Background: an optimization exercise with open tools, aiming at a short achievable clock period and few clock cycles. Do not read the settings as production practice. Only simulation tests tie the RTL to the original design; equivalence was not proved. Power figures rest on the tool's default switching activity, not on a simulated workload.

[flow/rc13.tcl]
# timing repair against wire parasitics 30% above the platform's estimate
set f 1.3
set_layer_rc -layer li1 -capacitance [expr {1.499e-04*$f}] -resistance [expr {7.176e-02*$f}]
set_layer_rc -layer met1 -capacitance [expr {1.72375E-04*$f}] -resistance [expr {8.929e-04*$f}]
set_layer_rc -layer met2 -capacitance [expr {1.36233E-04*$f}] -resistance [expr {8.929e-04*$f}]
set_layer_rc -layer met3 -capacitance [expr {2.14962E-04*$f}] -resistance [expr {1.567e-04*$f}]
set_layer_rc -layer met4 -capacitance [expr {1.48128E-04*$f}] -resistance [expr {1.567e-04*$f}]
set_layer_rc -layer met5 -capacitance [expr {1.54087E-04*$f}] -resistance [expr {1.781e-05*$f}]
set_wire_rc -signal -layer met1
set_wire_rc -clock -layer met3
[design.v]
`timescale 1ns / 1ps
module ADC32(input [31:0]A,input [31:0]B,input C0,output [32:0]S
    );
	assign B0=C0^1'b0;
	assign S={1'b0,A}+{B0,B}+C0;
endmodule
`timescale 1ns / 1ps
module SignalExt_32(input S,output [31:0]So
    );
assign So={32{S}};
endmodule
`timescale 1ns / 1ps
module Ext_32(input [15:0] imm_16,output[31:0] Imm_32);
    assign Imm_32={{16{imm_16[15]}},imm_16};
endmodule
`timescale 1ns / 1ps
module and32(input [31:0]A,input [31:0]B,output [31:0]res
    );
   assign res=A&B;
endmodule
`timescale 1ns / 1ps
module or32(input [31:0]A,input [31:0]B,output [31:0]res
    );
   assign res=A|B;
endmodule
`timescale 1ns / 1ps
module xor32(input [31:0]A,input [31:0]B,output [31:0]res
    );
   assign res=A^B;
endmodule
`timescale 1ns / 1ps
module srl32(input [31:0]A,input [31:0]B,output [31:0]res
    );
assign res=B>>A;
endmodule
`timescale 1ns / 1ps
module or_bit_32(
input[31:0] A,
output o
    );
assign o=~(|A[31:0]);
endmodule
`timescale 1ns / 1ps
module mux2to1_32(input  sel,input  [31:0]a, input  [31:0]b, output reg [31:0]o);
    always @(*) begin
       case (sel)
		    1'b0 : begin o <= a; end
			 1'b1 : begin o <= b; end
       endcase
    end
endmodule
`timescale 1ns / 1ps
module mux4to1_32(input  [1:0]sel,input  [31:0]a, input  [31:0]b,input  [31:0]c, input  [31:0]d, output reg [31:0]o);
always @(*) begin
       case (sel)
		    2'b00 : begin o = a; end
			 2'b01 : begin o = b; end
			 2'b10 : begin o = c; end
			 2'b11 : begin o = d; end
       endcase
    end
endmodule
`timescale 1ns / 1ps
module mux8to1_32(input  [2:0]sel,input  [31:0] x0, input  [31:0]x1,input  [31:0]x2 ,input  [31:0]x3, 
input  [31:0]x4 ,input  [31:0]x5,input  [31:0]x6,input  [31:0]x7,output reg [31:0]o);
    always @(*) begin
       case (sel[2:0])
		    3'b000 : begin o <= x0; end
			 3'b001 : begin o <= x1; end
			 3'b010 : begin o <= x2; end
			 3'b011 : begin o <= x3; end
			 3'b100 : begin o <= x4; end
			 3'b101 : begin o <= x5; end
			 3'b110 : begin o <= x6; end
			 3'b111 : begin o <= x7; end
       endcase
    end
endmodule
`timescale 1ns / 1ps
module ALU(
	input [2:0]ALU_operation, 
	input [31:0]A, 
	input [31:0]B,
	output [31:0]res,
	output zero,
	output overflow
    );
wire [31:0]X[7:0];
wire [32:0]S;
wire [31:0]So;
wire [31:0]B0;
assign X[0]=S[31:0];
assign X[1]=S[31:0];
assign X[6]={B[15:0],16'h0000};
assign X[7]={31'h00000000,S[31]};
assign X[4]=32'h00000000;  
and32 U1(.A(A[31:0]),
         .B(B[31:0]),
			.res(X[2]));
or32 U2(.A(A[31:0]),
        .B(B[31:0]),
		  .res(X[3]));
ADC32 U3(.C0(ALU_operation[0]),
         .A(A[31:0]),
         .B(B0[31:0]),
		   .S(S[32:0]));
srl32 U6(.A(A[31:0]),
         .B(B[31:0]),
		   .res(X[5]));
xor32 U7(.A(So[31:0]),
         .B(B[31:0]),
		   .res(B0[31:0]));
SignalExt_32 U8(.S(ALU_operation[0]),
             .So(So[31:0]));
mux8to1_32 U9(.sel(ALU_operation[2:0]),
           .x0(X[0]),
           .x1(X[1]),
           .x2(X[2]),
           .x3(X[3]),
           .x4(X[4]),
           .x5(X[5]),
           .x6(X[6]),
           .x7(X[7]),
			  .o(res[31:0]));
or_bit_32 U10(.A(res[31:0]),
              .o(zero));
endmodule
`timescale 1ns / 1ps
module REG32(input clk,input rst,input CE,input [31:0]D,output [31:0]Q
    );
reg [31:0]REG;
assign Q = REG;
always @(posedge clk or posedge rst) 
	 begin if(rst==1) REG<=0;
	       else if(CE==1) REG<=D;
	 end
endmodule
`timescale 1ns / 1ps
module Regs(input clk,rst,L_S,
                     input [4:0] R_addr_A,R_addr_B,Wt_addr,
							input [31:0] Wt_data,
							input [4:0] test_addr,
							output [31:0] test_data,
							output [31:0] rdata_A,rdata_B
    );
	 reg [31:0]register[1:31];
	 integer i;
	 assign rdata_A=(R_addr_A==0)?0:register[R_addr_A];
	 assign rdata_B=(R_addr_B==0)?0:register[R_addr_B];
	 assign test_data = (test_addr==0)?0:register[test_addr];
	 always @(posedge clk or posedge rst)
	 begin if(rst==1) for(i=1;i<32;i=i+1) register[i]<=0;
	       else if((Wt_addr!=0)&&(L_S==1)) register[Wt_addr]<=Wt_data;
	 end
endmodule
`timescale 1ns / 1ps
module control(input wire clk,
					input wire reset,
					input wire [5:0]opcode,
					input wire [5:0]func,
					output reg signOrZero,
					output reg regJal,
					output reg ALUSrc1,
					output reg RegWrite,
					output reg ALUSrc2,
					output reg MemWrite,
					output reg [2:0]ALUControl,
					output reg Mem2Reg,
					output reg MemRead,
					output reg BranchEq,
					output reg BranchNeq,
					output reg [1:0]PCSrc,  
					output reg RegDst
    );
always @ * begin
	if(reset==1) begin {signOrZero,regJal,ALUSrc1,ALUControl,RegWrite,ALUSrc2,MemWrite,Mem2Reg,MemRead,BranchEq,BranchNeq,PCSrc,RegDst} <= 16'h0000; end
	else begin
	{signOrZero,regJal,ALUSrc1,ALUControl,RegWrite,ALUSrc2,MemWrite,Mem2Reg,MemRead,BranchEq,BranchNeq,PCSrc,RegDst} <= 16'h0000;  
	case (opcode[5:0])
		6'h00:begin
			case(func[5:0])
				6'b100000: {signOrZero,regJal,ALUSrc1,ALUControl,RegWrite,ALUSrc2,MemWrite,Mem2Reg,MemRead,BranchEq,BranchNeq,PCSrc,RegDst} <= 16'b0000001000000001; 
				6'b100010: {signOrZero,regJal,ALUSrc1,ALUControl,RegWrite,ALUSrc2,MemWrite,Mem2Reg,MemRead,BranchEq,BranchNeq,PCSrc,RegDst} <= 16'b0000011000000001; 
				6'b100100: {signOrZero,regJal,ALUSrc1,ALUControl,RegWrite,ALUSrc2,MemWrite,Mem2Reg,MemRead,BranchEq,BranchNeq,PCSrc,RegDst} <= 16'b0000101000000001; 
				6'b100101: {signOrZero,regJal,ALUSrc1,ALUControl,RegWrite,ALUSrc2,MemWrite,Mem2Reg,MemRead,BranchEq,BranchNeq,PCSrc,RegDst} <= 16'b0000111000000001; 
				6'b101010: {signOrZero,regJal,ALUSrc1,ALUControl,RegWrite,ALUSrc2,MemWrite,Mem2Reg,MemRead,BranchEq,BranchNeq,PCSrc,RegDst} <= 16'b0001111000000001; 
				6'b000010: {signOrZero,regJal,ALUSrc1,ALUControl,RegWrite,ALUSrc2,MemWrite,Mem2Reg,MemRead,BranchEq,BranchNeq,PCSrc,RegDst} <= 16'b0011011000000001; 
				6'b001000: {signOrZero,regJal,ALUSrc1,ALUControl,RegWrite,ALUSrc2,MemWrite,Mem2Reg,MemRead,BranchEq,BranchNeq,PCSrc,RegDst} <= 16'b0000000000000110; 
			endcase
			end
		6'h08: {signOrZero,regJal,ALUSrc1,ALUControl,RegWrite,ALUSrc2,MemWrite,Mem2Reg,MemRead,BranchEq,BranchNeq,PCSrc,RegDst} <= 16'b0000001100000000;  
		6'h0c: {signOrZero,regJal,ALUSrc1,ALUControl,RegWrite,ALUSrc2,MemWrite,Mem2Reg,MemRead,BranchEq,BranchNeq,PCSrc,RegDst} <= 16'b1000101100000000;  
		6'h0d: {signOrZero,regJal,ALUSrc1,ALUControl,RegWrite,ALUSrc2,MemWrite,Mem2Reg,MemRead,BranchEq,BranchNeq,PCSrc,RegDst} <= 16'b1000111100000000;  
		6'h23: {signOrZero,regJal,ALUSrc1,ALUControl,RegWrite,ALUSrc2,MemWrite,Mem2Reg,MemRead,BranchEq,BranchNeq,PCSrc,RegDst} <= 16'b0000001101100000;  
		6'h0f: {signOrZero,regJal,ALUSrc1,ALUControl,RegWrite,ALUSrc2,MemWrite,Mem2Reg,MemRead,BranchEq,BranchNeq,PCSrc,RegDst} <= 16'b0001101100000000;  
		6'h2b: {signOrZero,regJal,ALUSrc1,ALUControl,RegWrite,ALUSrc2,MemWrite,Mem2Reg,MemRead,BranchEq,BranchNeq,PCSrc,RegDst} <= 16'b0000000110000000;  
		6'h0a: {signOrZero,regJal,ALUSrc1,ALUControl,RegWrite,ALUSrc2,MemWrite,Mem2Reg,MemRead,BranchEq,BranchNeq,PCSrc,RegDst} <= 16'b0001111100000000;  
		6'h04: {signOrZero,regJal,ALUSrc1,ALUControl,RegWrite,ALUSrc2,MemWrite,Mem2Reg,MemRead,BranchEq,BranchNeq,PCSrc,RegDst} <= 16'b0000010000010000;  
		6'h05: {signOrZero,regJal,ALUSrc1,ALUControl,RegWrite,ALUSrc2,MemWrite,Mem2Reg,MemRead,BranchEq,BranchNeq,PCSrc,RegDst} <= 16'b0000010000001000;  
		6'h02: {signOrZero,regJal,ALUSrc1,ALUControl,RegWrite,ALUSrc2,MemWrite,Mem2Reg,MemRead,BranchEq,BranchNeq,PCSrc,RegDst} <= 16'b0000000000000100;  
		6'h03: {signOrZero,regJal,ALUSrc1,ALUControl,RegWrite,ALUSrc2,MemWrite,Mem2Reg,MemRead,BranchEq,BranchNeq,PCSrc,RegDst} <= 16'b0100001000000100;  
	endcase
	end
end
endmodule
`timescale 1ns / 1ps
module Datapath(input wire cpu_clk,
					 input wire reset,
					 input wire signOrZero,
					 input wire regJal,
					 input wire ALUSrc1,
					 input wire RegWrite,
					 input wire ALUSrc2,
					 input wire MemWrite,
					 input wire [2:0]ALUControl,
					 input wire Mem2Reg,
					 input wire MemRead,
					 input wire BranchEq,
					 input wire BranchNeq,
					 input wire [1:0]PCSrc,
					 input wire RegDst,
					 input wire [31:0]mem_data_out,
					 input wire [31:0]inst_in,
					 input wire [4:0]reg_num,  
					 output [31:0]reg_data,    
					 output [31:0]mem_addr,
					 output [31:0]mem_data_in,
					 output [31:0]PC_Current,
					 output overflow,
					 output zero,
					 output [31:0]inst
    );
wire [31:0]immediate_sign_ext;	
wire [31:0]A;
wire [31:0]B;
wire [31:0]res;
wire [31:0]zeroExtImmediate;
wire [31:0]immediate_ext;
assign zeroExtImmediate = {16'h0000,inst[15:0]};
wire [31:0]pc_next;
wire [31:0]pc_plus4;
wire [31:0]pc_jump;
wire [31:0]pc_jr;
wire [31:0]pc_no_branch;
wire [31:0]pc_branch;
wire [27:0]pc_jump_tmp;
wire Branch;
assign pc_jump_tmp = {inst[25:0],2'b00};
assign pc_plus4 = PC_Current[31:0]+4;
assign pc_jump = {pc_plus4[31:28],pc_jump_tmp};
assign pc_jr = A[31:0]; 
assign pc_branch = (immediate_sign_ext<<2)+pc_plus4;
assign Branch = (BranchEq&zero)|(BranchNeq&~zero);
wire [4:0]rs;
wire [4:0]rt;
wire [4:0]rd;
wire [31:0]reg_data1;
wire [31:0]reg_data2;
wire [31:0]Wt_data;
wire [31:0]Wt_data_jal;
wire [4:0]rd_jal;
assign rs = inst[25:21];
assign rt = inst[20:16];
assign mem_addr = res[31:0];
assign mem_data_in = reg_data2[31:0]; 
REG32 PC(.clk(cpu_clk),
			.rst(reset),
			.CE(1'b1),
			.D(pc_next),
			.Q(PC_Current));
Regs U1(.clk(cpu_clk),
		  .rst(reset),
		  .L_S(RegWrite),
		  .R_addr_A(rs[4:0]),
		  .R_addr_B(rt[4:0]),
		  .Wt_addr(rd_jal[4:0]),
		  .Wt_data(Wt_data_jal[31:0]),
		  .test_addr(reg_num[4:0]),
		  .test_data(reg_data[31:0]),
		  .rdata_A(reg_data1[31:0]),
		  .rdata_B(reg_data2[31:0]));
ALU U2(.ALU_operation(ALUControl[2:0]),
		 .A(A[31:0]),
		 .B(B[31:0]),
		 .res(res[31:0]),
		 .zero(zero),
		 .overflow(overflow));
mux4to1_32 U3(.sel(PCSrc[1:0]),
				  .a(pc_plus4[31:0]),
				  .b(pc_plus4[31:0]),
				  .c(pc_jump[31:0]),
				  .d(pc_jr[31:0]),
				  .o(pc_no_branch[31:0])
					);
mux2to1_32 U4(.sel(Branch),
				  .a(pc_no_branch[31:0]),
				  .b(pc_branch[31:0]),
				  .o(pc_next[31:0]));
mux2to1_32 U6(.sel(regJal),
				  .a(Wt_data[31:0]),
				  .b(pc_plus4[31:0]),
				  .o(Wt_data_jal[31:0]));
mux2to1_32 U7(.sel(signOrZero),
				  .a(immediate_sign_ext[31:0]),
				  .b(zeroExtImmediate[31:0]),
				  .o(immediate_ext));
Ext_32 U5(.imm_16(inst[15:0]),
			 .Imm_32(immediate_sign_ext[31:0]));
mux2to1_32 RD_IN(.sel(RegDst),
					  .a(inst[20:16]),
					  .b(inst[15:11]),
					  .o(rd[4:0]));
mux2to1_32 WriteData(.sel(regJal),
							.a(rd[4:0]),
							.b(5'b11111),
							.o(rd_jal[4:0]));
mux2to1_32 ALUS1(.sel(ALUSrc1),
					  .a(reg_data1[31:0]),
					  .b({27'h0000000,inst[10:6]}),
					  .o(A[31:0]));
mux2to1_32 ALUS2(.sel(ALUSrc2),
					  .a(reg_data2[31:0]),
					  .b(immediate_ext[31:0]),
					  .o(B[31:0]));
mux2to1_32 Reg_Write(.sel(Mem2Reg),
							.a(res[31:0]),
							.b(mem_data_out[31:0]),
							.o(Wt_data[31:0]));
assign inst = inst_in;
endmodule
`timescale 1ns / 1ps
module singal_cpu(input wire clk_cpu,
                  input wire reset,
                  input wire [4:0] reg_num,
                  input wire [31:0] inst_in,
                  input wire [31:0] mem_data_out,
                  output [31:0] pc_out,
                  output [31:0] register,
                  output mem_w,
                  output [31:0] Addr_out,
                  output [31:0] Data_out
    );
reg  [9:0]  PC_lo;
reg  [1:0]  PC_b;
reg  [19:0] HREG, R_hi, R31h;
reg  [15:0] KI;
reg         Hv;                    
reg         K_red, K_lu, K_j, K_br, K_jr, Kc_inc, Kc_br;
reg  [9:0]  PCo_lo;                
reg  [1:0]  PCo_b;
reg  [19:0] PCo_hi;
reg  [31:0] rf [1:31];
reg  [31:1] rv;                    
reg         E_kill;                
reg  [4:0]  E_rd;
reg         E_load, E_store, E_br, E_jr;
reg  [31:0] E_ca0, E_ca1, E_ca2, E_ca3, E_cb0, E_cb1, E_cb2, E_cb3;
reg         E_sa_M, E_sa_W, E_sb_M, E_sb_W, E_s2_M, E_s2_W, E_s2_i, E_sr_M, E_sr_W;
reg  [3:0]  E_sa_c, E_sb_c, E_s2_c, E_sr_c;
reg  [31:0] E_imm;
reg         E_jrok;                 
reg  [9:0]  E_loinc;
reg  [1:0]  E_b;
reg         E_cinc, E_jal;
reg  [4:0]  E_sh;
reg         E_sub;
reg         E_s_sum, E_s_and, E_s_or, E_s_slt, E_s_srl, E_s_lui;
reg         E_bne, E_predT;
reg  [4:0]  M_rd;
reg  [31:0] M_res, M_sd, M_addr;
reg         M_load, M_we;
reg  [31:0] W_val;
reg  [31:1] rn_oh;
reg  [31:0] reg_q;
assign pc_out   = {PCo_hi, PCo_lo, PCo_b};
assign Addr_out = M_addr;
assign Data_out = M_sd;
assign mem_w    = M_we;
assign register = reg_q;
wire [991:0] rfbus;
genvar gi;
generate for (gi = 1; gi < 32; gi = gi + 1) begin : rfb_g
    assign rfbus[32*gi-1 -: 32] = rf[gi];
end endgenerate
wire [19:0] h_inc = HREG + {19'd0, Kc_inc};
wire [19:0] h_br  = HREG + {{14{KI[5]}}, KI[5:0]} + {19'd0, Kc_br};
wire [19:0] hi    = ~Hv  ? 20'd0 :
                    K_red ? R_hi :
                    K_lu  ? HREG :
                    K_j   ? {h_inc[19:16], KI} :
                    K_br  ? h_br :
                    K_jr  ? R31h : h_inc;          
wire [4:0]  E_rdv = E_kill ? 5'd0 : E_rd;
wire [31:0] ex_res, sum, B, redirect_pc, E_const;
wire        redirect;
wire [31:0] A, pc4;
sc_tgt u_tgt(.hreg(HREG), .cinc(E_cinc), .loinc(E_loinc), .pcb(E_b), .imm(E_imm),
             .jal(E_jal), .luiv({E_imm[15:0], 16'h0000}), .A(A), .jr(E_jr), .predT(E_predT),
             .pc4(pc4), .e_const(E_const), .redirect_pc(redirect_pc));
sc_alu u_alu(.ca0(E_ca0), .ca1(E_ca1), .ca2(E_ca2), .ca3(E_ca3),
             .cb0(E_cb0), .cb1(E_cb1), .cb2(E_cb2), .cb3(E_cb3),
             .sa_M(E_sa_M), .sa_W(E_sa_W), .sa_c(E_sa_c),
             .sr_M(E_sr_M), .sr_W(E_sr_W), .sr_c(E_sr_c),
             .s2_M(E_s2_M), .s2_W(E_s2_W), .s2_c(E_s2_c), .s2_i(E_s2_i),
             .imm(E_imm), .luiv({E_imm[15:0], 16'h0000}), .sh(E_sh), .sub(E_sub),
             .s_sum(E_s_sum), .s_and(E_s_and), .s_or(E_s_or), .s_slt(E_s_slt),
             .s_srl(E_s_srl), .s_lui(E_s_lui), .jal(E_jal), .pc4(pc4),
             .M_res(M_res), .W_val(W_val),
             .A(A), .ex_res(ex_res), .sum(sum));
sc_brc u_brc(.kill(E_kill), .br(E_br), .jr(E_jr), .bne(E_bne), .predT(E_predT),
             .cb0(E_cb0), .cb1(E_cb1), .cb2(E_cb2), .cb3(E_cb3),
             .sb_M(E_sb_M), .sb_W(E_sb_W), .sb_c(E_sb_c), .jrok(E_jrok),
             .M_res(M_res), .W_val(W_val), .A(A),
             .B(B), .redirect(redirect));
wire [31:0] r31 = (E_rdv == 5'd31) ? E_const :
                  (M_rd == 5'd31) ? M_res : (rf[31] & {32{rv[31]}});
wire r31_ok = (inst_in[25:21] == 5'd31) &
              ((E_rdv == 5'd31) ? (E_jal | E_s_lui) : (M_rd == 5'd31) ? ~M_load : 1'b1);
wire [9:0]  n_lo, o_lo, lo_inc;
wire [1:0]  n_b, o_b;
wire        lu, f_j, f_br, f_jr, c_br, c_inc;
sc_fnext u_fn(.inst(inst_in), .pc_lo(PC_lo), .pc_b(PC_b), .r31(r31[11:0]),
              .e_rd(E_rd), .e_ld(E_load & ~E_kill),
              .redirect(redirect), .rpc(redirect_pc[11:0]), .reset(reset),
              .n_lo(n_lo), .n_b(n_b), .o_lo(o_lo), .o_b(o_b),
              .lu(lu), .k_j(f_j), .k_br(f_br), .k_jr(f_jr),
              .c_br(c_br), .c_inc(c_inc), .lo_inc(lo_inc));
wire [4:0]  d_rd, d_sh;
wire        d_load, d_store, d_br, d_jr, d_bne, d_predT, d_sub, d_jal;
wire        d_sa_M, d_sa_W, d_sb_M, d_sb_W, d_sr_M, d_sr_W, d_s2_M, d_s2_W, d_s2_i;
wire [3:0]  d_sa_c, d_sb_c, d_sr_c, d_s2_c;
wire [31:0] d_imm;
wire        d_s_sum, d_s_and, d_s_or, d_s_slt, d_s_srl, d_s_lui;
sc_dec u_dec(.inst(inst_in), .e_rdv(E_rdv), .m_rd(M_rd), .rv(rv),
             .rd(d_rd), .load(d_load), .store(d_store), .br(d_br), .jr(d_jr),
             .bne(d_bne), .predT(d_predT), .sub(d_sub), .jal(d_jal), .sh(d_sh),
             .sa_M(d_sa_M), .sa_W(d_sa_W), .sa_c(d_sa_c),
             .sb_M(d_sb_M), .sb_W(d_sb_W), .sb_c(d_sb_c),
             .sr_M(d_sr_M), .sr_W(d_sr_W), .sr_c(d_sr_c),
             .s2_M(d_s2_M), .s2_W(d_s2_W), .s2_c(d_s2_c), .s2_i(d_s2_i),
             .imm32(d_imm),
             .s_sum(d_s_sum), .s_and(d_s_and), .s_or(d_s_or), .s_slt(d_s_slt),
             .s_srl(d_s_srl), .s_lui(d_s_lui));
wire [31:0] c_a0, c_a1, c_a2, c_a3, c_b0, c_b1, c_b2, c_b3;
sc_rfrd u_rf(.rf(rfbus), .ra(inst_in[23:21]), .rb(inst_in[18:16]),
             .a0(c_a0), .a1(c_a1), .a2(c_a2), .a3(c_a3),
             .b0(c_b0), .b1(c_b1), .b2(c_b2), .b3(c_b3));
wire [31:0] dbg;
sc_dbg u_dbg(.rf(rfbus), .sel(rn_oh), .q(dbg));
wire [31:0] rn_dec = 32'd1 << reg_num;
wire [31:0] wval = M_load ? mem_data_out : M_res;
integer i;
always @(posedge clk_cpu or posedge reset) begin
    if (reset) begin
        PC_lo <= 10'd0; PC_b <= 2'd0; Hv <= 1'b0;
        E_kill <= 1'b1;
        M_rd <= 5'd0; M_load <= 1'b0;
        rv <= 31'd0;
    end else begin
        M_rd   <= E_rdv;
        M_load <= E_load & ~E_kill;
        for (i = 1; i < 32; i = i + 1)
            if (M_rd == i) rv[i] <= 1'b1;
        E_kill <= redirect | lu;
        Hv     <= 1'b1;
        PC_lo  <= n_lo;
        PC_b   <= n_b;
    end
end
always @(posedge clk_cpu) begin
    PCo_lo <= o_lo;         
    PCo_b  <= o_b;
    if (reset) begin
        PCo_hi <= 20'd0;
        M_we <= 1'b0;
    end else begin
        PCo_hi <= hi;
        M_we   <= E_store & ~E_kill;
    end
end
always @(posedge clk_cpu) begin
    HREG <= hi;
    K_red <= redirect;
    K_lu  <= lu;
    K_j   <= f_j;
    K_br  <= f_br;
    K_jr  <= f_jr;
    Kc_inc <= c_inc;
    Kc_br  <= c_br;
    KI    <= inst_in[25:10];
    R31h  <= r31[31:12];
    R_hi  <= redirect_pc[31:12];
    M_res  <= ex_res;
    M_addr <= sum;
    M_sd   <= B;
    W_val  <= wval;
    rn_oh <= rn_dec[31:1] & rv;
    reg_q <= dbg;
    E_rd    <= d_rd;
    E_load  <= d_load;
    E_store <= d_store;
    E_br    <= d_br;
    E_jr    <= d_jr;
    E_ca0 <= c_a0; E_ca1 <= c_a1; E_ca2 <= c_a2; E_ca3 <= c_a3;
    E_cb0 <= c_b0; E_cb1 <= c_b1; E_cb2 <= c_b2; E_cb3 <= c_b3;
    E_sa_M <= d_sa_M; E_sa_W <= d_sa_W; E_sa_c <= d_sa_c;
    E_sb_M <= d_sb_M; E_sb_W <= d_sb_W; E_sb_c <= d_sb_c;
    E_sr_M <= d_sr_M; E_sr_W <= d_sr_W; E_sr_c <= d_sr_c;
    E_s2_M <= d_s2_M; E_s2_W <= d_s2_W; E_s2_c <= d_s2_c; E_s2_i <= d_s2_i;
    E_imm   <= d_imm;
    E_sub   <= d_sub;
    E_s_sum <= d_s_sum;
    E_s_and <= d_s_and;
    E_s_or  <= d_s_or;
    E_s_slt <= d_s_slt;
    E_s_srl <= d_s_srl;
    E_s_lui <= d_s_lui;
    E_jal   <= d_jal;
    E_sh    <= d_sh;
    E_bne   <= d_bne;
    E_predT <= d_predT;
    E_loinc <= lo_inc;
    E_cinc  <= c_inc;
    E_b     <= PC_b;
    E_jrok  <= r31_ok;
end
always @(posedge clk_cpu) begin
    for (i = 1; i < 32; i = i + 1)
        if (M_rd == i) rf[i] <= wval;
end
endmodule
module sc_fnext(input [31:0] inst, input [9:0] pc_lo, input [1:0] pc_b,
                input [11:0] r31, input [4:0] e_rd, input e_ld,
                input redirect, input [11:0] rpc, input reset,
                output [9:0] n_lo, output [1:0] n_b,
                output [9:0] o_lo, output [1:0] o_b,
                output lu, output k_j, output k_br, output k_jr,
                output c_br, output c_inc, output [9:0] lo_inc);
wire [5:0] op = inst[31:26];
wire [5:0] fn = inst[5:0];
wire [4:0] rs = inst[25:21];
wire [4:0] rt = inst[20:16];
wire isR   = ~op[3] & ~op[2] & ~op[1];
wire d_J   = ~op[5] & ~op[3] & ~op[2] & op[1];           
wire d_bcc = ~op[3] & op[2];                             
wire d_lui = op[2] & op[1];
wire d_sw  = op[5] & op[3];
wire d_jr  = isR & ~fn[5] & fn[3];
wire rs_eq_rt = (rs == rt);
wire predT = op[0] ? ~rs_eq_rt : (rs_eq_rt | inst[15]);   
wire use_rs = ~d_J & ~d_lui;
wire use_rt = isR | d_bcc | d_sw;
assign lu = e_ld & (((rs == e_rd) & use_rs) | ((rt == e_rd) & use_rt));
assign k_j  = d_J;
assign k_br = d_bcc & predT;
assign k_jr = d_jr;
assign c_inc  = &pc_lo;
assign lo_inc = pc_lo + 10'd1;
wire [10:0] lo_br = {1'b0, pc_lo} + {1'b0, inst[9:0]} + 11'd1;
assign c_br = lo_br[10];
reg [9:0] f_lo;
reg [1:0] f_b;
always @* begin
    f_b = pc_b;
    if (lu) begin
        f_lo = pc_lo;
    end else if (d_J) begin
        f_lo = inst[9:0]; f_b = 2'd0;
    end else if (d_bcc & predT) begin
        f_lo = lo_br[9:0];
    end else if (d_jr) begin
        f_lo = r31[11:2]; f_b = r31[1:0];
    end else begin
        f_lo = lo_inc;
    end
end
assign n_lo = redirect ? rpc[11:2] : f_lo;
assign n_b  = redirect ? rpc[1:0]  : f_b;
assign o_lo = reset ? 10'd0 : n_lo;
assign o_b  = reset ? 2'd0  : n_b;
endmodule
module sc_dec(input [31:0] inst, input [4:0] e_rdv, input [4:0] m_rd, input [31:1] rv,
              output [4:0] rd, output load, output store, output br, output jr,
              output bne, output predT, output sub, output jal, output [4:0] sh,
              output sa_M, output sa_W, output [3:0] sa_c,
              output sb_M, output sb_W, output [3:0] sb_c,
              output sr_M, output sr_W, output [3:0] sr_c,
              output s2_M, output s2_W, output [3:0] s2_c, output s2_i,
              output [31:0] imm32,
              output s_sum, output s_and, output s_or, output s_slt,
              output s_srl, output s_lui);
wire [5:0]  op = inst[31:26];
wire [5:0]  fn = inst[5:0];
wire [4:0]  rs = inst[25:21];
wire [4:0]  rt = inst[20:16];
wire [15:0] imm = inst[15:0];
wire isR    = ~op[3] & ~op[2] & ~op[1];
wire d_J    = ~op[5] & ~op[3] & ~op[2] & op[1];       
wire d_jal  = d_J & op[0];
wire d_bcc  = ~op[3] & op[2];                         
wire d_addi = op[3] & ~op[2] & ~op[1] & ~op[5];
wire d_slti = op[3] & ~op[2] & op[1] & ~op[0];
wire d_andi = op[3] & op[2] & ~op[1] & ~op[0];
wire d_ori  = op[3] & op[2] & ~op[1] & op[0];
wire d_lui  = op[2] & op[1];
wire d_lw   = op[5] & ~op[3];
wire d_sw   = op[5] & op[3];
wire d_jr   = isR & ~fn[5] & fn[3];
wire d_srl  = isR & ~fn[5] & fn[1];
wire d_slt  = isR & fn[5] & fn[3];
wire d_add  = isR & fn[5] & ~fn[3] & ~fn[2] & ~fn[1];
wire d_sub  = isR & fn[5] & ~fn[3] & ~fn[2] & fn[1];
wire d_and  = isR & fn[5] & fn[2] & ~fn[0];
wire d_or   = isR & fn[5] & fn[2] & fn[0];
wire d_itype = op[5] ^ op[3];                         
wire useimm  = op[3] | op[5];                         
wire rs_eq_rt = (rs == rt);
wire [31:0] rvz = {rv, 1'b0};                         
assign rd    = isR ? (d_jr ? 5'd0 : inst[15:11]) : d_itype ? rt : d_jal ? 5'd31 : 5'd0;
assign load  = d_lw & (rt != 5'd0);
assign store = d_sw;
assign br    = d_bcc & (|imm);                        
assign jr    = d_jr;
assign bne   = op[0];
assign predT = op[0] ? ~rs_eq_rt : (rs_eq_rt | imm[15]);
assign sub   = d_sub | d_slt | d_slti;
assign jal   = d_jal;
assign sh    = inst[10:6];
wire fa_M = (rs == e_rdv) & (e_rdv != 5'd0);
wire fb_M = (rt == e_rdv) & (e_rdv != 5'd0);
wire fa_W = (rs == m_rd) & (m_rd != 5'd0) & ~fa_M;
wire fb_W = (rt == m_rd) & (m_rd != 5'd0) & ~fb_M;
wire fa_R = ~fa_M & ~fa_W & rvz[rs];
wire fb_R = ~fb_M & ~fb_W & rvz[rt];
wire [3:0] ca_hot = 4'b0001 << rs[4:3];
wire [3:0] cb_hot = 4'b0001 << rt[4:3];
assign sa_M = fa_M;
assign sa_W = fa_W;
assign sa_c = {4{fa_R}} & ca_hot;
assign sb_M = fb_M;
assign sb_W = fb_W;
assign sb_c = {4{fb_R}} & cb_hot;
assign sr_M = fb_M & d_srl;
assign sr_W = fb_W & d_srl;
assign sr_c = {4{fb_R & d_srl}} & cb_hot;
assign s2_M = fb_M & ~useimm;
assign s2_W = fb_W & ~useimm;
assign s2_c = {4{fb_R & ~useimm}} & cb_hot;
assign s2_i = useimm;
assign imm32 = (d_andi | d_ori) ? {16'h0000, imm} : {{16{imm[15]}}, imm};
assign s_sum = d_add | d_sub | d_addi | d_lw | d_sw;
assign s_and = d_and | d_andi;
assign s_or  = d_or | d_ori;
assign s_slt = d_slt | d_slti;
assign s_srl = d_srl;
assign s_lui = d_lui;
endmodule
module sc_rfrd(input [991:0] rf, input [2:0] ra, input [2:0] rb,
               output [31:0] a0, output [31:0] a1, output [31:0] a2, output [31:0] a3,
               output [31:0] b0, output [31:0] b1, output [31:0] b2, output [31:0] b3);
wire [1023:0] r = {rf, 32'd0};
assign a0 = r[{2'd0, ra}*32 +: 32];
assign a1 = r[{2'd1, ra}*32 +: 32];
assign a2 = r[{2'd2, ra}*32 +: 32];
assign a3 = r[{2'd3, ra}*32 +: 32];
assign b0 = r[{2'd0, rb}*32 +: 32];
assign b1 = r[{2'd1, rb}*32 +: 32];
assign b2 = r[{2'd2, rb}*32 +: 32];
assign b3 = r[{2'd3, rb}*32 +: 32];
endmodule
module sc_dbg(input [991:0] rf, input [31:1] sel, output reg [31:0] q);
integer k;
always @* begin
    q = 32'd0;
    for (k = 1; k < 32; k = k + 1)
        q = q | (rf[32*k-1 -: 32] & {32{sel[k]}});
end
endmodule
module sc_tgt(input [19:0] hreg, input cinc, input [9:0] loinc, input [1:0] pcb,
              input [31:0] imm, input jal, input [31:0] luiv, input [31:0] A,
              input jr, input predT,
              output [31:0] pc4, output [31:0] e_const, output [31:0] redirect_pc);
assign pc4 = {hreg + {19'd0, cinc}, loinc, pcb};
assign e_const = jal ? pc4 : luiv;
wire [31:0] tgt = pc4 + {imm[29:0], 2'b00};
assign redirect_pc = jr ? A : predT ? pc4 : tgt;
endmodule
module sc_alu(input [31:0] ca0, input [31:0] ca1, input [31:0] ca2, input [31:0] ca3,
              input [31:0] cb0, input [31:0] cb1, input [31:0] cb2, input [31:0] cb3,
              input sa_M, input sa_W, input [3:0] sa_c,
              input sr_M, input sr_W, input [3:0] sr_c,
              input s2_M, input s2_W, input [3:0] s2_c, input s2_i,
              input [31:0] imm, input [31:0] luiv, input [4:0] sh, input sub,
              input s_sum, input s_and, input s_or, input s_slt, input s_srl, input s_lui,
              input jal, input [31:0] pc4,
              input [31:0] M_res, input [31:0] W_val,
              output [31:0] A, output [31:0] ex_res, output [31:0] sum);
assign A = ({32{sa_M}} & M_res) | ({32{sa_W}} & W_val) |
           ({32{sa_c[0]}} & ca0) | ({32{sa_c[1]}} & ca1) |
           ({32{sa_c[2]}} & ca2) | ({32{sa_c[3]}} & ca3);
wire [31:0] Bs = ({32{sr_M}} & M_res) | ({32{sr_W}} & W_val) |
                 ({32{sr_c[0]}} & cb0) | ({32{sr_c[1]}} & cb1) |
                 ({32{sr_c[2]}} & cb2) | ({32{sr_c[3]}} & cb3);
wire [31:0] B2 = ({32{s2_M}} & M_res) | ({32{s2_W}} & W_val) |
                 ({32{s2_c[0]}} & cb0) | ({32{s2_c[1]}} & cb1) |
                 ({32{s2_c[2]}} & cb2) | ({32{s2_c[3]}} & cb3) |
                 ({32{s2_i}} & imm);
wire [31:0] B2x = B2 ^ {32{sub}};
wire [32:0] sum33 = {A, 1'b1} + {B2x, sub};
assign sum = sum33[32:1];
wire [31:0] oth = ({32{s_and}} & (A & B2)) |
                  ({32{s_or}}  & (A | B2)) |
                  ({32{s_slt}} & {31'd0, sum[31]}) |
                  ({32{s_srl}} & (Bs >> sh)) |
                  ({32{s_lui}} & luiv) |
                  ({32{jal}}   & pc4);
assign ex_res = s_sum ? sum : oth;
endmodule
module sc_brc(input kill, input br, input jr, input bne, input predT,
              input [31:0] cb0, input [31:0] cb1, input [31:0] cb2, input [31:0] cb3,
              input sb_M, input sb_W, input [3:0] sb_c, input jrok,
              input [31:0] M_res, input [31:0] W_val, input [31:0] A,
              output [31:0] B, output redirect);
assign B = ({32{sb_M}} & M_res) | ({32{sb_W}} & W_val) |
           ({32{sb_c[0]}} & cb0) | ({32{sb_c[1]}} & cb1) |
           ({32{sb_c[2]}} & cb2) | ({32{sb_c[3]}} & cb3);
wire eq     = (A == B);
wire taken  = bne ? ~eq : eq;
wire mis_br = br & (taken != predT);
wire mis_jr = jr & ~jrok;
assign redirect = ~kill & (mis_br | mis_jr);
endmodule
[constraint.sdc]
create_clock -name core_clock -period 14.0 [get_ports {clk_cpu}]
set_input_delay 2.8000 -clock core_clock [delete_from_list [all_inputs] [get_ports {clk_cpu}]]
set_output_delay 2.8000 -clock core_clock [all_outputs]
set_load 0.01 [all_outputs]
[config.mk]
export PLATFORM = sky130hd
export DESIGN_NAME = singal_cpu
export DESIGN_NICKNAME = singal_cpu
export VERILOG_FILES = /design/flow/design.v
export SDC_FILE = /design/flow/constraint.sdc
export NUM_CORES = 8
export LEC_CHECK = 0
export ABC_CLOCK_PERIOD_IN_PS = 1000
export CAP_MARGIN = 30
export CORE_MARGIN = 2
export CORE_UTILIZATION = 55
export CTS_CLUSTER_DIAMETER = 70
export CTS_CLUSTER_SIZE = 25
export PLACE_DENSITY = 0.68
export SETUP_SLACK_MARGIN = 5
export SLEW_MARGIN = 20
export SYNTH_HIERARCHICAL = 1
[flow/run.sh]
#!/bin/bash
set -o pipefail
bash standard.sh SETUP_SLACK_MARGIN=10 PRE_GLOBAL_ROUTE_TCL="$PWD/flow/rc13.tcl" finish > flow_standard.log 2>&1
[standard.sh]
#!/bin/bash
# synth_recipe.tcl (not shown) runs the flow's synth.tcl, then flattens the netlist and writes it again
# the make line also repeats each setting of config.mk as NAME=value (left out here)
make -C /OpenROAD-flow-scripts/flow DESIGN_CONFIG=/design/flow/config.mk WORK_HOME=/design/flow/orfs CLKGATE_MAP_FILE= SYNTH_SCRIPT=/design/flow/synth_recipe.tcl "${@:-finish}"
==> results.json, run 1 <==
{
  "worst_slack_ns": 9.85,
  "grt_pass1_vias": 66200,
  "drv_slew": 0,
  "fill_cells": 11200,
  "synth-compound-area-share_pct": 14.9,
  "p_sw_share_pct": 35.5,
  "combPwrFrac_pct": 27.8,
  "grtUsageMet1_pct": 57.6,
  "yosys-top-cells-area": "edfxtp_1, dfxtp_1, mux4_2",
  "synth_enable_flop_cells": 992,
  "dieWidth_um": 398,
  "hold_buffers": 0,
  "track_usage_pct": 48.3,
  "r2r_cells": 17,
  "fmax_mhz": 241,
  "portBuffers": 198,
  "dp_slack_ns": 6.89,
  "vdd_ir_drop_max_mv": 0.111,
  "finalClockSkew_ns": 0.0512,
  "die_height_um": 398,
  "core_um2": 154000,
  "grt_overflow": 0,
  "antenna_found_initial": 55,
  "r2r_slack_ns": 9.89,
  "worst_r2r_endpoint": "M_res[30]$_DFF_P_",
  "io_pins": 200,
  "vias_per_cell": 8.13,
  "slowest_delay_ns": 0.40,
  "grt_util_met2_pct": 63.9,
  "dr.pass1.iters": 12,
  "crit_type": "reg -> out",
  "wire_per_inst_um": 44.6,
  "ys_types": 113,
  "grt.busiest_layer": "met2",
  "switchingPower_uw": 5060,
  "dp_hpwl_um": 236000,
  "layout-drive-gt1-share_pct": 29.0,
  "start_util_pct": 55.5,
  "setup_violations": 0,
  "ctsLongestPathBuffers": 3,
  "crit_family": "flip-flops",
  "ant_nets": 0,
  "area_delta_synth_final_pct": 16.8,
  "status": "complete, no violations",
  "worstReg2RegStart": "E_s2_W$_DFF_P_",
  "crit_slowest_cell": "dfxtp_4",
  "clk_latency_ns": 0.85,
  "htree_levels": 3,
  "ys_warn_count": 10,
  "cts_root_buf": "clkbuf_16",
  "muxShareOfSynthArea_pct": 18.5,
  "cts.sinks": 1700,
  "die_area_um2": 159000,
  "rows": 144,
  "route.detailed.drc": 0,
  "cp_max_fo": 1,
  "hold_viol": 0,
  "async_flop_share_pct": 3.00,
  "p_seq_share_pct": 45.8,
  "crit_chain": "buf_6",
  "syn-cell-area_um2": 85500,
  "rsz0062_at_grt": "true",
  "drt-initial-drc-count": 16300,
  "clkPwrFrac_pct": 26.4,
  "worst_slew_pin_slew_ns": 1.07,
  "slew_headroom_pct": 28.8,
  "synthAdderAreaFrac_pct": 1.57,
  "multiInputGateArea_um2": 41000,
  "synth_cells": 6487,
  "grt_max_degree": 71,
  "clk_pin_slew_worst_paths_ns": 0.08,
  "hold_depth": 0,
  "synth-xor-area-share_pct": 2.05,
  "avgSynthCellArea_um2": 13.2,
  "p_per_area_nw_per_um2": 143,
  "synth_top_family_by_area": "multiplexers",
  "yosys.area_share.simple_pct": 7.59,
  "min_to": "E_b[1]$_DFF_P_",
  "period_share_pct": 29.7,
  "hold_path_class": "reg -> reg",
  "cts_tree": "done",
  "min_period_ns": 4.15,
  "numCtsBuffers": 112,
  "leakage_uw": 0.0358,
  "hp-start": "PC_b[1]$_DFF_PP0_",
  "regArea_um2": 44500,
  "fin_tns_setup_ns": 0,
  "synth_top_flop_cell": "edfxtp_1",
  "fin_hold_ws_ns": 0.403,
  "use_met3_pct": 26.4,
  "cap_viol_max_count": 0,
  "p_int_uw": 9200,
  "yosysTopAreaCell": "edfxtp_1",
  "worst_ep_required_time_ns": 11.20,
  "drt_wl_total_um": 397000,
  "ys_seq_area_share_pct": 51.7,
  "crit_path_start_kind": "flip-flop",
  "ys_ff_latch": 1700,
  "layout.nets": 6885,
  "routabilityCongestion": 1.12,
  "arrival_ns": 1.35,
  "grt_pass1_wl_um": 528000,
  "synth.top_cell.area_share_pct": 34.8,
  "num_vias": 72300,
  "crit_buf_inv": 1,
  "cp-end-kind": "primary output"
}
-- cells in the final DEF (no fill, tap or decap), types with 123 or more instances in the layout --
cell type / n
nor2_1: 191
edfxtp_1: 992
nand3_1: 223
buf_6: 123
buf_4: 217
a22oi_1: 730
a221oi_1: 128
mux4_2: 258
mux2_2: 329
nand2_1: 193
mux4_1: 157
dfxtp_1: 513
o21ai_0: 140
mux2i_1: 211
a21oi_1: 163
-- sequential cells by signal (all words and copies together) (netlist names), 31 cells and up --
signal	cells
rn_oh	31
E_cb3	32
E_cb0	32
E_cb2	32
E_cb1	32
E_ca2	32
M_addr	32
E_ca0	32
rf	992
E_imm	32
reg_q	32
E_ca3	32
E_ca1	32
W_val	32
rv	31
M_sd	32
M_res	32
-- synth_stat cells (all sizes together) (12+ instances only) --
library cell / n
a22oi: 740
and2: 21
edfxtp: 992
nand4: 88
or4: 38
nor3b: 12
nand2b: 26
nor2: 236
o211ai: 22
buf: 263
nor2b: 38
nand3b: 13
mux4: 415
clkbuf: 251
a31oi: 33
mux2i: 218
a22o: 32
and3: 99
dfrtp: 50
nor4: 40
a21oi: 189
or3: 15
a211oi: 21
xnor2: 121
o21ai: 160
a222oi: 65
nor3: 50
o21bai: 14
a21o: 34
xor2: 79
inv: 77
nand3: 303
or2: 43
dfxtp: 657
ha: 101
a221oi: 196
nand2: 200
mux2: 331
o22ai: 13
o21a: 29
-- cell type report --
type | count | area share, %
antenna | 42 | 0.105
timing repair buffer | 588 | 7.30
clock inverter | 84 | 1.12
tap | 2044 | 2.56
clock buffer | 129 | 2.94
multi-input combinational | 4225 | 41.1
sequential | 1700 | 44.5
inverter | 82 | 0.354
-- logic make-up (layout without fill, tap and decap cells) --
logic type | count (synthesis) | count (layout)
DFF | 1700 | 1700
AOI/OAI and AO/OA | 1675 | 1675
xor gates and xnor gates | 200 | 200
muxes | 964 | 964
buffers and inverters | 596 | 883
and+or+nand+nor | 1245 | 1248
adders and majority gates | 105 | 105
other | 2 | 75
-- power by group through the flow --
stage	sequential [µW]	combinational (µW)	clock (µW)
2_1_floorplan	6410	1840	0
3_3_place_gp	6570	3140	0
3_5_place_dp	6590	3170	0
4_1_cts	6490	3260	3730
5_1_grt	6640	4440	4190
6_report	6530	3960	3770
-- repair_timing --
item / 4_1_cts / 5_1_grt
resized for setup: 835 / 486
pin swaps: 50 / 110
buffers inserted: 39 / 121
setup endpoints to repair: 463 / 264
hold endpoints to repair: 0 / 0
cloned: 22 / 9
-- worst max path at each step --
| stage | start | slack, ns | depth (start not counted) | endpoint |
|---|---|---|---|---|
| 2_1_floorplan | inst_in[0] | 9.57 | 10 | PCo_lo[8]$_DFF_P_ |
| 3_3_place_gp | inst_in[21] | 6.93 | 6 | E_ca1[20]$_DFF_P_ |
| 3_5_place_dp | inst_in[21] | 6.89 | 6 | E_ca3[19]$_DFF_P_ |
| 4_1_cts | PCo_lo[0]$_DFF_P_ | 9.84 | 1 | pc_out[2] |
| 5_1_grt | E_s2_M$_DFF_P_ | 9.61 | 16 | M_res[30]$_DFF_P_ |
| 6_report | PCo_lo[0]$_DFF_P_ | 9.85 | 1 | pc_out[2] |
-- metal layers --
| layer | vias up | routed length [µm] |
|---|---|---|
| met1 | 34800 | 127000 |
| met5 | - | 1960 |
| met3 | 2407 | 73300 |
| li1 | 26900 | - |
| met2 | 8100 | 155000 |
| met4 | 61 | 39800 |
-- Yosys stat by module (local to each module, per instance) --
module,flip-flops and latches,times used,cells,area [µm²]
sc_alu,0,1,1125,7820
sc_brc,0,1,194,1370
sc_dbg,0,1,733,5330
sc_dec,0,1,211,1710
sc_fnext,0,1,212,1530
sc_rfrd,0,1,1066,15800
sc_tgt,0,1,460,3060
singal_cpu,1700,1,2486,48900
-- stage by stage --
step | area, µm² | utilization (%) | instances | power [µW]
final | 99900 | 64.8 | 8894 | 14300
after global routing | 99800 | 64.7 | 8864 | 15300
after CTS | 94900 | 61.5 | 8673 | 13500
after detailed placement | 89400 | 57.9 | 8399 | 9760
after global placement | 89200 | 57.8 | 8390 | 9720
after floorplan | 86100 | - | 6518 | 8240
Testbench counts, summed over its fixed seeds: cycles 179,482.
==> run 2, diff against run 1 <==
==> flow/run.sh (replaced) <==
#!/bin/bash
# Standard ORFS layout (the standard.sh, unchanged synthesis), with changes only to how
# timing repair works:
#  - in global routing it repairs against wire parasitics 30% above the platform's
#    estimate (flow/rc13.tcl), and then repairs once more against parasitics 50% above
#    it (flow/post_grt_repair.tcl), so that paths with long wires keep their timing once
#    the routed layout is extracted.
set -o pipefail
F="$PWD/flow"
bash standard.sh SETUP_SLACK_MARGIN=10 PRE_GLOBAL_ROUTE_TCL="$F/rc13.tcl" \
  POST_GLOBAL_ROUTE_TCL="$F/post_grt_repair.tcl" finish > flow_standard.log 2>&1
==> flow/post_grt_repair.tcl (new file) <==
# A second timing repair after global routing, against wire parasitics 50% above the
# platform's estimate, then the changed nets are routed again and the guides rewritten.
global_route -start_incremental
source [file join [file dirname [info script]] rc15.tcl]
estimate_parasitics -global_routing
repair_timing -setup -setup_margin 10 -repair_tns 100 -verbose
detailed_placement
global_route -end_incremental
estimate_parasitics -global_routing
write_guides $::env(RESULTS_DIR)/route.guide
==> flow/rc15.tcl (new file) <==
# timing repair against wire parasitics 50% above the platform's estimate
set f 1.5
set_layer_rc -layer li1 -capacitance [expr {1.499e-04*$f}] -resistance [expr {7.176e-02*$f}]
set_layer_rc -layer met1 -capacitance [expr {1.72375E-04*$f}] -resistance [expr {8.929e-04*$f}]
set_layer_rc -layer met2 -capacitance [expr {1.36233E-04*$f}] -resistance [expr {8.929e-04*$f}]
set_layer_rc -layer met3 -capacitance [expr {2.14962E-04*$f}] -resistance [expr {1.567e-04*$f}]
set_layer_rc -layer met4 -capacitance [expr {1.48128E-04*$f}] -resistance [expr {1.567e-04*$f}]
set_layer_rc -layer met5 -capacitance [expr {1.54087E-04*$f}] -resistance [expr {1.781e-05*$f}]
set_wire_rc -signal -layer met1
set_wire_rc -clock -layer met3
==> results.json, run 2 <==
{
  "cp-end-kind": "primary output",
  "setup_violations": 0,
  "combPwrFrac_pct": 29.1,
  "hold_viol": 0,
  "period_share_pct": 29.7,
  "htree_levels": 3,
  "crit_family": "flip-flops",
  "crit_buf_inv": 1,
  "cts_tree": "done",
  "ctsLongestPathBuffers": 3,
  "slowest_delay_ns": 0.40,
  "cp_max_fo": 1,
  "numCtsBuffers": 112,
  "grt_pass1_wl_um": 528000,
  "p_sw_share_pct": 35.5,
  "synth_enable_flop_cells": 992,
  "post_cts_buffers": 39,
  "crit_path_start_kind": "flip-flop",
  "yosysMostFrequentCell": "edfxtp_1",
  "fmax_mhz": 241,
  "die_area_um2": 159000,
  "ys_ff_latch": 1700,
  "routabilityCongestion": 1.12,
  "ys_warn_count": 10,
  "slew_headroom_pct": 30.5,
  "synth_top_flop_cell": "edfxtp_1",
  "drv_slew": 0,
  "start_util_pct": 55.5,
  "final_common_cell": "edfxtp_1",
  "regMostFlops": "rf",
  "portBuffers": 198,
  "arrival_ns": 1.35,
  "status": "complete, no violations",
  "grt_max_degree": 71,
  "dr.pass1.iters": 14,
  "crit_type": "reg -> out",
  "drt_wl_total_um": 402000,
  "final_cell_mix": "edfxtp_1, a22oi_1, dfxtp_1",
  "finalClockSkew_ns": 0.0536,
  "yosys-top-cells-area": "edfxtp_1, dfxtp_1, mux4_2",
  "leakage_uw": 0.0366,
  "ys_seq_area_share_pct": 51.7,
  "ant_nets": 0,
  "vdd_ir_drop_max_mv": 0.111,
  "yosysTopAreaCell": "edfxtp_1",
  "antenna_found_initial": 55,
  "grt_pass1_vias": 66200,
  "syn-cell-area_um2": 85500,
  "io_pins": 200,
  "synth_cells": 6487,
  "ys_types": 113,
  "area_delta_synth_final_pct": 19.1,
  "synthTopCellsByCount": "edfxtp_1, a22oi_1, dfxtp_1",
  "worst_slew_pin_slew_ns": 1.03,
  "cts_resized": 835,
  "core_um2": 154000,
  "cap_viol_max_count": 0,
  "vias_per_cell": 8.17,
  "clk_pin_slew_worst_paths_ns": 0.08,
  "cts_root_buf": "clkbuf_16",
  "p_per_area_nw_per_um2": 143,
  "crit_chain": "buf_6",
  "wire_per_inst_um": 44.7,
  "drt-initial-drc-count": 16900,
  "hold_buffers": 0,
  "track_usage_pct": 48.3,
  "fin_hold_ws_ns": 0.402,
  "hold_path_class": "reg -> reg",
  "async_flop_share_pct": 3.00,
  "p_seq_share_pct": 45.0,
  "crit_slowest_cell": "dfxtp_4",
  "clk_latency_ns": 0.85,
  "layout-drive-gt1-share_pct": 31.3,
  "dieWidth_um": 398,
  "route.detailed.drc": 0,
  "dp_hpwl_um": 236000,
  "min_period_ns": 4.15,
  "p_int_uw": 9370,
  "clkPwrFrac_pct": 25.9,
  "grt_overflow": 0,
  "layout.nets": 6975,
  "synth.top_cell.area_share_pct": 34.8,
  "rows": 144,
  "cts.sinks": 1700,
  "avgSynthCellArea_um2": 13.2,
  "worst_ep_required_time_ns": 11.20,
  "fin_tns_setup_ns": 0,
  "die_height_um": 398,
  "fill_cells": 11000,
  "switchingPower_uw": 5170,
  "num_vias": 73400,
  "largest_reg_flops": 992
}
-- run 2: cell types whose count changed in the layout (fill, tap and decap cells not counted), moves of 9 or more --
| cell | previous run | this run |
|---|---|---|
| a21oi_1 | 163 | 153 |
| ha_4 | 24 | 33 |
| buf_6 | 123 | 132 |
| buf_2 | 46 | 35 |
| buf_12 | 43 | 57 |
| dfxtp_2 | 109 | 124 |
| xnor2_4 | 7 | 16 |
| buf_4 | 217 | 284 |
| nand3_4 | 23 | 33 |
| dfxtp_1 | 513 | 497 |
-- run 2: modules after synthesis, one instance, submodules excluded --
| module | cells | flops+latches | area, µm² | copies in the design |
|---|---|---|---|---|
| sc_alu | 1125 | 0 | 7820 | 1 |
| sc_brc | 194 | 0 | 1370 | 1 |
| sc_dbg | 733 | 0 | 5330 | 1 |
| sc_dec | 211 | 0 | 1710 | 1 |
| sc_fnext | 212 | 0 | 1530 | 1 |
| sc_rfrd | 1066 | 0 | 15800 | 1 |
| sc_tgt | 460 | 0 | 3060 | 1 |
| singal_cpu | 2486 | 1700 | 48900 | 1 |
-- run 2: routing by layer --
layer | vias up | global-route usage, % | routed length (µm)
li1 | 27100 | - | -
met4 | 38 | 37.3 | 40900
met3 | 2527 | 26.4 | 75200
met2 | 8350 | 63.9 | 157000
met1 | 35400 | 57.6 | 127000
met5 | - | 5.90 | 1310
-- run 2: stage by stage --
stage / power, µW / utilization [%] / cell area [µm²] / setup slack [ns] / instances
floorplan: 8240 / - / 86100 / 9.57 / 6518
global placement: 9720 / 57.8 / 89200 / 6.93 / 8390
detailed placement: 9760 / 57.9 / 89400 / 6.89 / 8399
CTS: 13500 / 61.5 / 94900 / 9.84 / 8673
finish: 14500 / 66.0 / 102000 / 9.85 / 8985
-- run 2: final timing paths --
kind / from / to / slack (ns) / cells after the start
worst min-delay path: PC_b[1]$_DFF_PP0_ / E_b[1]$_DFF_P_ / 0.40 / 0
worst max register to register: E_s2_i$_DFF_P_ / M_res[30]$_DFF_P_ / 9.97 / 18
worst min register to register: PC_b[1]$_DFF_PP0_ / E_b[1]$_DFF_P_ / 0.40 / 0
worst max-delay path: PCo_lo[0]$_DFF_P_ / pc_out[2] / 9.85 / 1
min in group asynchronous: reset / PC_lo[9]$_DFF_PP0_ / 2.74 / 4
max in group asynchronous: reset / M_rd[0]$_DFF_PP0_ / 10.91 / 4
-- run 2: cells by family (layout without fill, tap and decap cells) --
| family | Yosys count | count (layout) | synth area share, % |
|---|---|---|---|
| multiplexers | 964 | 964 | 18.5 |
| adder cells (fa/ha/maj) | 105 | 105 | 1.57 |
| buffers and inverters | 596 | 973 | 3.59 |
| XOR/XNOR | 200 | 200 | 2.05 |
| AO/OA/AOI/OAI | 1675 | 1675 | 14.9 |
| other | 2 | 76 | 0.00878 |
| flip-flops | 1700 | 1700 | 51.7 |
| AND/OR/NAND/NOR | 1245 | 1248 | 7.59 |
-- run 2: area by class of cell --
type	count	area, µm²	area share [%]
flip-flops and latches	1700	44500	43.7
well taps	2044	2560	2.51
repair buffers	678	8370	8.22
inverters	82	355	0.349
multi-input cells	4225	41900	41.1
clock inverters	84	1110	1.09
clock buffers	129	2940	2.89
diodes	43	108	0.106
-- run 2: power by group through the flow --
stage | Sequential, µW | Combinational, µW | Clock [µW]
after global placement | 6570 | 3140 | 0
final | 6540 | 4240 | 3770
after CTS | 6490 | 3260 | 3730
after detailed placement | 6590 | 3170 | 0
after floorplan | 6410 | 1840 | 0
-- run 2: worst register-to-register path, stage by stage, from the launching register on --
cell	delay [ns]
dfxtp_1	0.33
buf_8	0.20
a222oi_1	0.67
nand3_4	0.14
buf_12	0.19
xnor2_2	0.14
ha_4	0.37
nand4_1	0.15
buf_4	0.18
nor2_2	0.14
nand3_4	0.13
a21oi_4	0.27
o41ai_4	0.09
buf_6	0.15
o21ai_2	0.14
mux2i_1	0.21
buf_4	0.16
a31oi_4	0.10
buf_12	0.19
==> run 3, diff against run 2 <==
--- a/config.mk
+++ b/config.mk
@@ -8,10 +8,10 @@
 export ABC_CLOCK_PERIOD_IN_PS = 1000
 export CAP_MARGIN = 30
 export CORE_MARGIN = 2
-export CORE_UTILIZATION = 55
+export CORE_UTILIZATION = 60
 export CTS_CLUSTER_DIAMETER = 70
 export CTS_CLUSTER_SIZE = 25
-export PLACE_DENSITY = 0.68
+export PLACE_DENSITY = 0.72
 export SETUP_SLACK_MARGIN = 5
 export SLEW_MARGIN = 20
 export SYNTH_HIERARCHICAL = 1
==> results.json, run 3 <==
{
  "cts_tree": "done",
  "period_share_pct": 29.3,
  "wire_per_inst_um": 47.6,
  "layout-drive-gt1-share_pct": 32.0,
  "grt_pass1_vias": 66400,
  "min_to": "E_b[0]$_DFF_P_",
  "p_per_area_nw_per_um2": 143,
  "io_pins": 200,
  "core_um2": 142000,
  "numCtsBuffers": 108,
  "yosysTopAreaCell": "edfxtp_1",
  "drt-initial-drc-count": 17900,
  "worst_r2r_endpoint": "M_res[28]$_DFF_P_",
  "cts_resized": 889,
  "worstReg2RegStart": "E_s2_c[2]$_DFF_P_",
  "grt_overflow": 0,
  "die_height_um": 382,
  "fin_tns_setup_ns": 0,
  "cts_root_buf": "clkbuf_16",
  "setup_violations": 0,
  "hold_buffers": 0,
  "fin_hold_ws_ns": 0.453,
  "dieWidth_um": 382,
  "final_common_cell": "edfxtp_1",
  "grt_max_degree": 100,
  "worst_slew_pin_slew_ns": 0.967,
  "vdd_ir_drop_max_mv": 0.151,
  "ys_seq_area_share_pct": 51.7,
  "portBuffers": 198,
  "avgSynthCellArea_um2": 13.2,
  "hold_depth": 0,
  "r2r_slack_ns": 10.02,
  "synth_cells": 6487,
  "dp_hpwl_um": 247000,
  "wl_met2_um": 160000,
  "clk_latency_ns": 0.86,
  "num_vias": 75300,
  "die_area_um2": 146000,
  "hp-start": "PC_b[0]$_DFF_PP0_",
  "ctsLongestPathBuffers": 3,
  "ys_ff_latch": 1700,
  "dr.pass1.iters": 25,
  "crit_family": "flip-flops",
  "crit_slowest_cell": "dfxtp_4",
  "htree_levels": 3,
  "slew_headroom_pct": 35.6,
  "yosys-top-cells-area": "edfxtp_1, dfxtp_1, mux4_2",
  "r2r_cells": 20,
  "track_usage_pct": 54.7,
  "worst_ep_required_time_ns": 11.20,
  "vias_per_cell": 8.52,
  "rows": 138,
  "leakage_uw": 0.0366,
  "antenna_found_initial": 48,
  "crit_path_start_kind": "flip-flop",
  "crit_chain": "buf_6",
  "ys_types": 113,
  "post_cts_buffers": 46,
  "min_period_ns": 4.11,
  "cp-end-kind": "primary output",
  "fmax_mhz": 243,
  "final_cell_mix": "edfxtp_1, a22oi_1, dfxtp_1",
  "drt_wl_total_um": 421000,
  "clk_pin_slew_worst_paths_ns": 0.09,
  "synth.top_cell.area_share_pct": 34.8,
  "start_util_pct": 60.4,
  "async_flop_share_pct": 3.00,
  "wl_met1_um": 132000,
  "dr_wl_met3_um": 80500,
  "route.detailed.drc": 0,
  "synthTopCellsByCount": "edfxtp_1, a22oi_1, dfxtp_1",
  "slowest_delay_ns": 0.36,
  "cp_max_fo": 1,
  "yosysMostFrequentCell": "edfxtp_1",
  "regMostFlops": "rf",
  "finalClockSkew_ns": 0.0752,
  "ant_nets": 0,
  "area_delta_synth_final_pct": 19.1,
  "largest_reg_flops": 992,
  "routabilityCongestion": 1.09,
  "hold_path_class": "reg -> reg",
  "arrival_ns": 1.31,
  "synth_enable_flop_cells": 992,
  "crit_buf_inv": 1,
  "syn-cell-area_um2": 85500,
  "synth_top_flop_cell": "edfxtp_1",
  "drv_slew": 0,
  "top_layer": "met5",
  "grt_pass1_wl_um": 546000,
  "crit_type": "reg -> out",
  "layout.nets": 6988,
  "cts.sinks": 1700,
  "ys_warn_count": 10,
  "status": "complete, no violations",
  "cap_viol_max_count": 0,
  "hold_viol": 0
}
run 3: kinds of logic after synthesis:
| group | count (synthesis) | share of synthesized area, % |
|---|---|---|
| buffers and inverters | 596 | 3.59 |
| adders and majority gates | 105 | 1.57 |
| xor gates and xnor gates | 200 | 2.05 |
| muxes | 964 | 18.5 |
| and+or+nand+nor | 1245 | 7.59 |
| AOI/OAI and AO/OA | 1675 | 14.9 |
| DFF | 1700 | 51.7 |
| other | 2 | 0.00878 |
run 3: how the worst max path moves through the flow:
stage                           start           endpoint  cells after the start  slack (ns)
floorplan                  inst_in[0]  PCo_lo[8]$_DFF_P_                     10        9.57
global placement          inst_in[16]  E_cb3[16]$_DFF_P_                      6        7.33
detailed placement        inst_in[16]  E_cb3[15]$_DFF_P_                      6        7.28
CTS                 PCo_lo[5]$_DFF_P_          pc_out[7]                      1        9.90
finish              reg_q[20]$_DFF_P_       register[20]                      1        9.89
run 3: area by class of cell:
cell class	count	area, µm²
antenna	45	113
clock buffer	123	2870
clock inverter	83	1130
fill	9356	39700
inverter	82	365
multi-input combinational	4225	41800
sequential	1700	44600
tap	1890	2360
timing repair buffer	695	8650
run 3: worst reg2reg max path, cell delays in order, from the launching register on:
cell	delay (ns)
dfxtp_2	0.34
buf_12	0.16
buf_16	0.19
buf_12	0.17
buf_8	0.13
buf_6	0.12
a22oi_2	0.13
buf_6	0.17
nand3_4	0.12
xnor2_2	0.15
ha_1	0.32
a211oi_2	0.25
o211ai_1	0.14
buf_4	0.16
nand3_4	0.12
a21oi_4	0.10
o41ai_4	0.41
o21bai_1	0.15
xor2_2	0.18
buf_4	0.17
o21a_1	0.20
run 3: through the flow:
step	total power (µW)	area [µm²]	worst slack, ns	util, %	cells
2_1_floorplan	8240	86100	9.57	-	6518
3_3_place_gp	9750	89000	7.33	62.8	8228
3_5_place_dp	9790	89100	7.28	62.9	8237
4_1_cts	13500	94700	9.90	66.9	8505
6_report	14600	102000	9.89	72.0	8843
run 3: metal layers:
metal	vias up	track usage [%]
li1	27100	-
met1	36000	65.0
met2	9157	70.9
met3	3012	32.4
met4	68	42.1
met5	-	5.36
run 3: Yosys stat by module (local to each module, per instance):
module      area, µm²  copies in the design  cells inside  flops+latches
sc_fnext         1530                     1           212              0
sc_dec           1710                     1           211              0
sc_dbg           5330                     1           733              0
singal_cpu      48900                     1          2486           1700
sc_brc           1370                     1           194              0
sc_rfrd         15800                     1          1066              0
sc_alu           7820                     1          1125              0
sc_tgt           3060                     1           460              0
run 3: power breakdown:
part	leakage [µW]	internal, µW	switching [µW]
logic	0.0196	1640	2580
registers	0.0151	6020	560
clock network	0.00194	1670	2080

-- afterwards: timing with drivers on the ports --
In the flow no input, the clock included, has a driving cell. The finished layouts below were timed again as built, in two steps.
Step 1 sets driving cells, clkbuf_16 on the clock port and buf_2 on the other inputs (assumed; they add their load-dependent delay and slew).
Step 2, shift: input delay + t, output delay - t, t = (earliest + latest rising clock arrival at the registers) / 2. This alone moves slack from input paths to output paths.
Slacks: ideal / step 1 / step 2; pairs: ideal / step 1.
run	t (ns)	setup WS [ns]	pins driven straight from the clock port
run 1	0.905	9.849 / 9.765 / 8.882	1
run 2	0.905	9.846 / 9.762 / 8.884	1
run 3	0.908	9.892 / 9.800 / 8.891	1
After both steps setup and hold are still met in every run listed. For run 3, which loses most, drivers alone change the setup slack by -0.092 ns; drivers and shift together by -1.001 ns.
